What follows belongs to an exercise in optimizing a design on an open flow for small area and few clock cycles per item; a production flow would make more cautious choices.
Only the layout flow was run in this run; the RTL was not checked for function there.
Power figures rest on the tool's default switching activity, not on a simulated workload.

### flow/config.mk
export PLATFORM = sky130hd
export DESIGN_NAME = sorting_network
export DESIGN_NICKNAME = sorting_network
export VERILOG_FILES = /design/flow/design.v
export SDC_FILE = /design/flow/constraint.sdc
export NUM_CORES = 4
export LEC_CHECK = 0
export ABC_AREA = 1
export CAP_MARGIN = 20
export CORE_MARGIN = 2
export CORE_UTILIZATION = 55
export PLACE_DENSITY = 0.65
export SLEW_MARGIN = 20
### flow/constraint.sdc
create_clock -name core_clock -period 5.0 [get_ports {clk_i}]
set_input_delay 1.0000 -clock core_clock [delete_from_list [all_inputs] [get_ports {clk_i}]]
set_output_delay 1.0000 -clock core_clock [all_outputs]
set_load 0.01 [all_outputs]
### flow/design.v
module sorting_network #(
  parameter int NUMBER_WIDTH   = 16,
  parameter int NUMBERS_AMOUNT = 16
)(
  input                                                 clk_i,
  input                                                 rst_i,
  input  [NUMBERS_AMOUNT * NUMBER_WIDTH - 1 : 0]       data_i,
  input                                                 data_valid_i,
  output                                                ready_o,
  output [NUMBERS_AMOUNT * NUMBER_WIDTH - 1 : 0]       data_o,
  output                                                data_valid_o,
  input                                                 ready_i
);
logic [1:0] valid_d;
logic       adv;
assign adv     = ready_i | ~valid_d[1];
assign ready_o = adv;
assign data_valid_o = valid_d[1];
always_ff @( posedge clk_i, posedge rst_i )
  if( rst_i )
    valid_d <= '0;
  else if( adv )
    valid_d <= { valid_d[0:0], data_valid_i };
wire [15:0] l1_0, l1_13;
sn_cas c1_0_13 ( .a( data_i[0 +: 16] ), .b( data_i[208 +: 16] ), .lo( l1_0 ), .hi( l1_13 ) );
wire [15:0] l1_1, l1_12;
sn_cas c1_1_12 ( .a( data_i[16 +: 16] ), .b( data_i[192 +: 16] ), .lo( l1_1 ), .hi( l1_12 ) );
wire [15:0] l1_2, l1_15;
sn_cas c1_2_15 ( .a( data_i[32 +: 16] ), .b( data_i[240 +: 16] ), .lo( l1_2 ), .hi( l1_15 ) );
wire [15:0] l1_3, l1_14;
sn_cas c1_3_14 ( .a( data_i[48 +: 16] ), .b( data_i[224 +: 16] ), .lo( l1_3 ), .hi( l1_14 ) );
wire [15:0] l1_4, l1_8;
sn_cas c1_4_8 ( .a( data_i[64 +: 16] ), .b( data_i[128 +: 16] ), .lo( l1_4 ), .hi( l1_8 ) );
wire [15:0] l1_5, l1_6;
sn_cas c1_5_6 ( .a( data_i[80 +: 16] ), .b( data_i[96 +: 16] ), .lo( l1_5 ), .hi( l1_6 ) );
wire [15:0] l1_7, l1_11;
sn_cas c1_7_11 ( .a( data_i[112 +: 16] ), .b( data_i[176 +: 16] ), .lo( l1_7 ), .hi( l1_11 ) );
wire [15:0] l1_9, l1_10;
sn_cas c1_9_10 ( .a( data_i[144 +: 16] ), .b( data_i[160 +: 16] ), .lo( l1_9 ), .hi( l1_10 ) );
wire [15:0] l2_0, l2_5;
sn_cas c2_0_5 ( .a( l1_0 ), .b( l1_5 ), .lo( l2_0 ), .hi( l2_5 ) );
wire [15:0] l2_1, l2_7;
sn_cas c2_1_7 ( .a( l1_1 ), .b( l1_7 ), .lo( l2_1 ), .hi( l2_7 ) );
wire [15:0] l2_2, l2_9;
sn_cas c2_2_9 ( .a( l1_2 ), .b( l1_9 ), .lo( l2_2 ), .hi( l2_9 ) );
wire [15:0] l2_3, l2_4;
sn_cas c2_3_4 ( .a( l1_3 ), .b( l1_4 ), .lo( l2_3 ), .hi( l2_4 ) );
wire [15:0] l2_6, l2_13;
sn_cas c2_6_13 ( .a( l1_6 ), .b( l1_13 ), .lo( l2_6 ), .hi( l2_13 ) );
wire [15:0] l2_8, l2_14;
sn_cas c2_8_14 ( .a( l1_8 ), .b( l1_14 ), .lo( l2_8 ), .hi( l2_14 ) );
wire [15:0] l2_10, l2_15;
sn_cas c2_10_15 ( .a( l1_10 ), .b( l1_15 ), .lo( l2_10 ), .hi( l2_15 ) );
wire [15:0] l2_11, l2_12;
sn_cas c2_11_12 ( .a( l1_11 ), .b( l1_12 ), .lo( l2_11 ), .hi( l2_12 ) );
wire [15:0] l3_0, l3_1;
sn_cas c3_0_1 ( .a( l2_0 ), .b( l2_1 ), .lo( l3_0 ), .hi( l3_1 ) );
wire [15:0] l3_2, l3_3;
sn_cas c3_2_3 ( .a( l2_2 ), .b( l2_3 ), .lo( l3_2 ), .hi( l3_3 ) );
wire [15:0] l3_4, l3_5;
sn_cas c3_4_5 ( .a( l2_4 ), .b( l2_5 ), .lo( l3_4 ), .hi( l3_5 ) );
wire [15:0] l3_6, l3_8;
sn_cas c3_6_8 ( .a( l2_6 ), .b( l2_8 ), .lo( l3_6 ), .hi( l3_8 ) );
wire [15:0] l3_7, l3_9;
sn_cas c3_7_9 ( .a( l2_7 ), .b( l2_9 ), .lo( l3_7 ), .hi( l3_9 ) );
wire [15:0] l3_10, l3_11;
sn_cas c3_10_11 ( .a( l2_10 ), .b( l2_11 ), .lo( l3_10 ), .hi( l3_11 ) );
wire [15:0] l3_12, l3_13;
sn_cas c3_12_13 ( .a( l2_12 ), .b( l2_13 ), .lo( l3_12 ), .hi( l3_13 ) );
wire [15:0] l3_14, l3_15;
sn_cas c3_14_15 ( .a( l2_14 ), .b( l2_15 ), .lo( l3_14 ), .hi( l3_15 ) );
logic [15:0][15:0] r0_d, r0_q;
assign r0_d[0] = l3_0;
assign r0_d[1] = l3_1;
assign r0_d[2] = l3_2;
assign r0_d[3] = l3_3;
assign r0_d[4] = l3_4;
assign r0_d[5] = l3_5;
assign r0_d[6] = l3_6;
assign r0_d[7] = l3_7;
assign r0_d[8] = l3_8;
assign r0_d[9] = l3_9;
assign r0_d[10] = l3_10;
assign r0_d[11] = l3_11;
assign r0_d[12] = l3_12;
assign r0_d[13] = l3_13;
assign r0_d[14] = l3_14;
assign r0_d[15] = l3_15;
always_ff @( posedge clk_i )
  if( adv )
    r0_q <= r0_d;
wire [15:0] l4_0, l4_2;
sn_cas c4_0_2 ( .a( r0_q[0] ), .b( r0_q[2] ), .lo( l4_0 ), .hi( l4_2 ) );
wire [15:0] l4_1, l4_3;
sn_cas c4_1_3 ( .a( r0_q[1] ), .b( r0_q[3] ), .lo( l4_1 ), .hi( l4_3 ) );
wire [15:0] l4_4, l4_10;
sn_cas c4_4_10 ( .a( r0_q[4] ), .b( r0_q[10] ), .lo( l4_4 ), .hi( l4_10 ) );
wire [15:0] l4_5, l4_11;
sn_cas c4_5_11 ( .a( r0_q[5] ), .b( r0_q[11] ), .lo( l4_5 ), .hi( l4_11 ) );
wire [15:0] l4_6, l4_7;
sn_cas c4_6_7 ( .a( r0_q[6] ), .b( r0_q[7] ), .lo( l4_6 ), .hi( l4_7 ) );
wire [15:0] l4_8, l4_9;
sn_cas c4_8_9 ( .a( r0_q[8] ), .b( r0_q[9] ), .lo( l4_8 ), .hi( l4_9 ) );
wire [15:0] l4_12, l4_14;
sn_cas c4_12_14 ( .a( r0_q[12] ), .b( r0_q[14] ), .lo( l4_12 ), .hi( l4_14 ) );
wire [15:0] l4_13, l4_15;
sn_cas c4_13_15 ( .a( r0_q[13] ), .b( r0_q[15] ), .lo( l4_13 ), .hi( l4_15 ) );
wire [15:0] l5_1, l5_2;
sn_cas c5_1_2 ( .a( l4_1 ), .b( l4_2 ), .lo( l5_1 ), .hi( l5_2 ) );
wire [15:0] l5_3, l5_12;
sn_cas c5_3_12 ( .a( l4_3 ), .b( l4_12 ), .lo( l5_3 ), .hi( l5_12 ) );
wire [15:0] l5_4, l5_6;
sn_cas c5_4_6 ( .a( l4_4 ), .b( l4_6 ), .lo( l5_4 ), .hi( l5_6 ) );
wire [15:0] l5_5, l5_7;
sn_cas c5_5_7 ( .a( l4_5 ), .b( l4_7 ), .lo( l5_5 ), .hi( l5_7 ) );
wire [15:0] l5_8, l5_10;
sn_cas c5_8_10 ( .a( l4_8 ), .b( l4_10 ), .lo( l5_8 ), .hi( l5_10 ) );
wire [15:0] l5_9, l5_11;
sn_cas c5_9_11 ( .a( l4_9 ), .b( l4_11 ), .lo( l5_9 ), .hi( l5_11 ) );
wire [15:0] l5_13, l5_14;
sn_cas c5_13_14 ( .a( l4_13 ), .b( l4_14 ), .lo( l5_13 ), .hi( l5_14 ) );
wire [15:0] l6_1, l6_4;
sn_cas c6_1_4 ( .a( l5_1 ), .b( l5_4 ), .lo( l6_1 ), .hi( l6_4 ) );
wire [15:0] l6_2, l6_6;
sn_cas c6_2_6 ( .a( l5_2 ), .b( l5_6 ), .lo( l6_2 ), .hi( l6_6 ) );
wire [15:0] l6_5, l6_8;
sn_cas c6_5_8 ( .a( l5_5 ), .b( l5_8 ), .lo( l6_5 ), .hi( l6_8 ) );
wire [15:0] l6_7, l6_10;
sn_cas c6_7_10 ( .a( l5_7 ), .b( l5_10 ), .lo( l6_7 ), .hi( l6_10 ) );
wire [15:0] l6_9, l6_13;
sn_cas c6_9_13 ( .a( l5_9 ), .b( l5_13 ), .lo( l6_9 ), .hi( l6_13 ) );
wire [15:0] l6_11, l6_14;
sn_cas c6_11_14 ( .a( l5_11 ), .b( l5_14 ), .lo( l6_11 ), .hi( l6_14 ) );
wire [15:0] l7_2, l7_4;
sn_cas c7_2_4 ( .a( l6_2 ), .b( l6_4 ), .lo( l7_2 ), .hi( l7_4 ) );
wire [15:0] l7_3, l7_6;
sn_cas c7_3_6 ( .a( l5_3 ), .b( l6_6 ), .lo( l7_3 ), .hi( l7_6 ) );
wire [15:0] l7_9, l7_12;
sn_cas c7_9_12 ( .a( l6_9 ), .b( l5_12 ), .lo( l7_9 ), .hi( l7_12 ) );
wire [15:0] l7_11, l7_13;
sn_cas c7_11_13 ( .a( l6_11 ), .b( l6_13 ), .lo( l7_11 ), .hi( l7_13 ) );
logic [15:0][15:0] r1_d, r1_q;
assign r1_d[0] = l4_0;
assign r1_d[1] = l6_1;
assign r1_d[2] = l7_2;
assign r1_d[3] = l7_3;
assign r1_d[4] = l7_4;
assign r1_d[5] = l6_5;
assign r1_d[6] = l7_6;
assign r1_d[7] = l6_7;
assign r1_d[8] = l6_8;
assign r1_d[9] = l7_9;
assign r1_d[10] = l6_10;
assign r1_d[11] = l7_11;
assign r1_d[12] = l7_12;
assign r1_d[13] = l7_13;
assign r1_d[14] = l6_14;
assign r1_d[15] = l4_15;
always_ff @( posedge clk_i )
  if( adv )
    r1_q <= r1_d;
wire [15:0] l8_3, l8_5;
sn_cas c8_3_5 ( .a( r1_q[3] ), .b( r1_q[5] ), .lo( l8_3 ), .hi( l8_5 ) );
wire [15:0] l8_6, l8_8;
sn_cas c8_6_8 ( .a( r1_q[6] ), .b( r1_q[8] ), .lo( l8_6 ), .hi( l8_8 ) );
wire [15:0] l8_7, l8_9;
sn_cas c8_7_9 ( .a( r1_q[7] ), .b( r1_q[9] ), .lo( l8_7 ), .hi( l8_9 ) );
wire [15:0] l8_10, l8_12;
sn_cas c8_10_12 ( .a( r1_q[10] ), .b( r1_q[12] ), .lo( l8_10 ), .hi( l8_12 ) );
wire [15:0] l9_3, l9_4;
sn_cas c9_3_4 ( .a( l8_3 ), .b( r1_q[4] ), .lo( l9_3 ), .hi( l9_4 ) );
wire [15:0] l9_5, l9_6;
sn_cas c9_5_6 ( .a( l8_5 ), .b( l8_6 ), .lo( l9_5 ), .hi( l9_6 ) );
wire [15:0] l9_7, l9_8;
sn_cas c9_7_8 ( .a( l8_7 ), .b( l8_8 ), .lo( l9_7 ), .hi( l9_8 ) );
wire [15:0] l9_9, l9_10;
sn_cas c9_9_10 ( .a( l8_9 ), .b( l8_10 ), .lo( l9_9 ), .hi( l9_10 ) );
wire [15:0] l9_11, l9_12;
sn_cas c9_11_12 ( .a( r1_q[11] ), .b( l8_12 ), .lo( l9_11 ), .hi( l9_12 ) );
wire [15:0] l10_6, l10_7;
sn_cas c10_6_7 ( .a( l9_6 ), .b( l9_7 ), .lo( l10_6 ), .hi( l10_7 ) );
wire [15:0] l10_8, l10_9;
sn_cas c10_8_9 ( .a( l9_8 ), .b( l9_9 ), .lo( l10_8 ), .hi( l10_9 ) );
assign data_o = { r1_q[15], r1_q[14], r1_q[13], l9_12, l9_11, l9_10, l10_9, l10_8, l10_7, l10_6, l9_5, l9_4, l9_3, r1_q[2], r1_q[1], r1_q[0] };
endmodule
module sn_cas (
  input  [15:0] a,
  input  [15:0] b,
  output [15:0] lo,
  output [15:0] hi
);
  wire [15:0] g0 = a & ~b;
  wire [15:0] l0 = ~a & b;
  wire [7:0]  g1, l1;
  wire [3:0]  g2, l2;
  wire [1:0]  g3, l3;
  genvar i;
  generate
    for( i = 0; i < 8; i++ ) begin : t1
      assign g1[i] = g0[2*i+1] | ( ~l0[2*i+1] & g0[2*i] );
      assign l1[i] = l0[2*i+1] | ( ~g0[2*i+1] & l0[2*i] );
    end
    for( i = 0; i < 4; i++ ) begin : t2
      assign g2[i] = g1[2*i+1] | ( ~l1[2*i+1] & g1[2*i] );
      assign l2[i] = l1[2*i+1] | ( ~g1[2*i+1] & l1[2*i] );
    end
    for( i = 0; i < 2; i++ ) begin : t3
      assign g3[i] = g2[2*i+1] | ( ~l2[2*i+1] & g2[2*i] );
      assign l3[i] = l2[2*i+1] | ( ~g2[2*i+1] & l2[2*i] );
    end
  endgenerate
  wire swap = g3[1] | ( ~l3[1] & g3[0] );
  assign lo = swap ? b : a;
  assign hi = swap ? a : b;
endmodule
### flow/run.sh
#!/bin/bash
# synth_recipe.tcl (not shown) runs the flow's synth.tcl, then flattens the netlist and writes it again
# the make line also repeats each setting of config.mk as NAME=value (left out here)
make -C /OpenROAD-flow-scripts/flow DESIGN_CONFIG=/design/flow/config.mk WORK_HOME=/design/flow/orfs CLKGATE_MAP_FILE= SYNTH_SCRIPT=/design/flow/synth_recipe.tcl finish
==> flow_summary.json <==
{
  "num_rows": 121,
  "yosys.area_share.simple_pct": 42.9,
  "status": "aborted with a tool error",
  "yosys.area.top_type": "nand2_1",
  "die_h_um": 335,
  "synthesis.area_um2": 60400,
  "synth.most_common_cell": "nand2_1",
  "postGrtWorstEndpoint": "data_o[122]",
  "synth_fa_ha_area_share_pct": 0.0332,
  "worst-endpoint-pin-kind": "primary output",
  "start_util_pct": 55.5,
  "ys_ff_latch": 514,
  "place_area_um2": 86900,
  "synth-seq-area-share_pct": 25.5,
  "ctsLongestPathBuffers": 3,
  "yosys-top-cells-area": "nand2_1 (28%), edfxtp_1 (25%), o21ai_0 (9.9%)",
  "track_usage_pct": 80.2,
  "synthXorXnorAreaFrac_pct": 0,
  "io_buffers": 517,
  "synth.area.mux_share_pct": 0,
  "h-tree-depth": 2,
  "cts_sinks": 514,
  "syn_nets": 11300,
  "synth_compound_area_share_pct": 18.0,
  "grt.overflow.total": 499,
  "synth_top_family_by_area": "simple AND/OR/NAND/NOR gates",
  "grt_max_degree": 169,
  "stop_stage": "global routing",
  "ys_warn_count": 1,
  "place.gp.congestion": 1.19,
  "synth.distinct_cells": 56,
  "synth_edf_count": 512,
  "fp.dieW_um": 335,
  "synth_common_cells": "nand2_1 (4494), inv_1 (1564), o21ai_0 (1189)",
  "hold_buffers": 0,
  "cts_buffers": 53,
  "cts_root_buffer": "clkbuf_16",
  "ioPinCount": 518,
  "place_hpwl_mm": 214,
  "pre_cts_ws_ns": -1.60,
  "synthFlopType": "edfxtp_1",
  "syn_inst": 11000,
  "first-error": "[ERROR GRT-0232] Routing congestion too high. Check the congestion heatmap in the GUI.",
  "synth_top_area_share_pct": 27.9,
  "synthArstFlopShare_pct": 0.389,
  "synth.avg_cell_area_um2": 5.49
}
==> timing repair <==
action                                  4_1_cts
buffers inserted                            107
resized for setup                           701
endpoints found under the setup margin      608
pin swaps                                   100
cloned                                       25
hold endpoints to repair                      0
==> cells by family after synthesis <==
family | Yosys count
simple gates | 6443
flops | 514
buf+inv | 2052
compound gates | 1979
fa+ha+maj | 2
==> power groups by stage <==
stage / clock network [uW] / registers, uW / logic [uW]
4_1_cts: 4160 / 20800 / 319000
3_3_place_gp: 0 / 21000 / 297000
2_1_floorplan: 0 / 21200 / 179000
3_5_place_dp: 0 / 20900 / 307000
==> stage by stage <==
step / instances / util, % / total power, uW
after floorplan: 11000 / - / 201000
after global placement: 15200 / 79.8 / 318000
after detailed placement: 15200 / 79.8 / 327000
after CTS: 15500 / 83.3 / 344000
==> worst max path at each step <==
| stage | startpoint | to | slack [ns] | cells after the start |
|---|---|---|---|---|
| 3_3_place_gp | data_i[33] | r0_q[58]$_DFFE_PP_ | -1.43 | 30 |
| 4_1_cts | r1_q[119]$_DFFE_PP_ | data_o[153] | -1.12 | 36 |
| 2_1_floorplan | r1_q[158]$_DFFE_PP_ | data_o[133] | -0.09 | 32 |
| 3_5_place_dp | data_i[47] | r0_q[47]$_DFFE_PP_ | -1.60 | 32 |
==> layer usage <==
metal,global-route usage (%),GRT overflow
met2,92.9,214
met5,59.0,6
met1,80.0,55
met3,69.4,64
met4,75.8,160
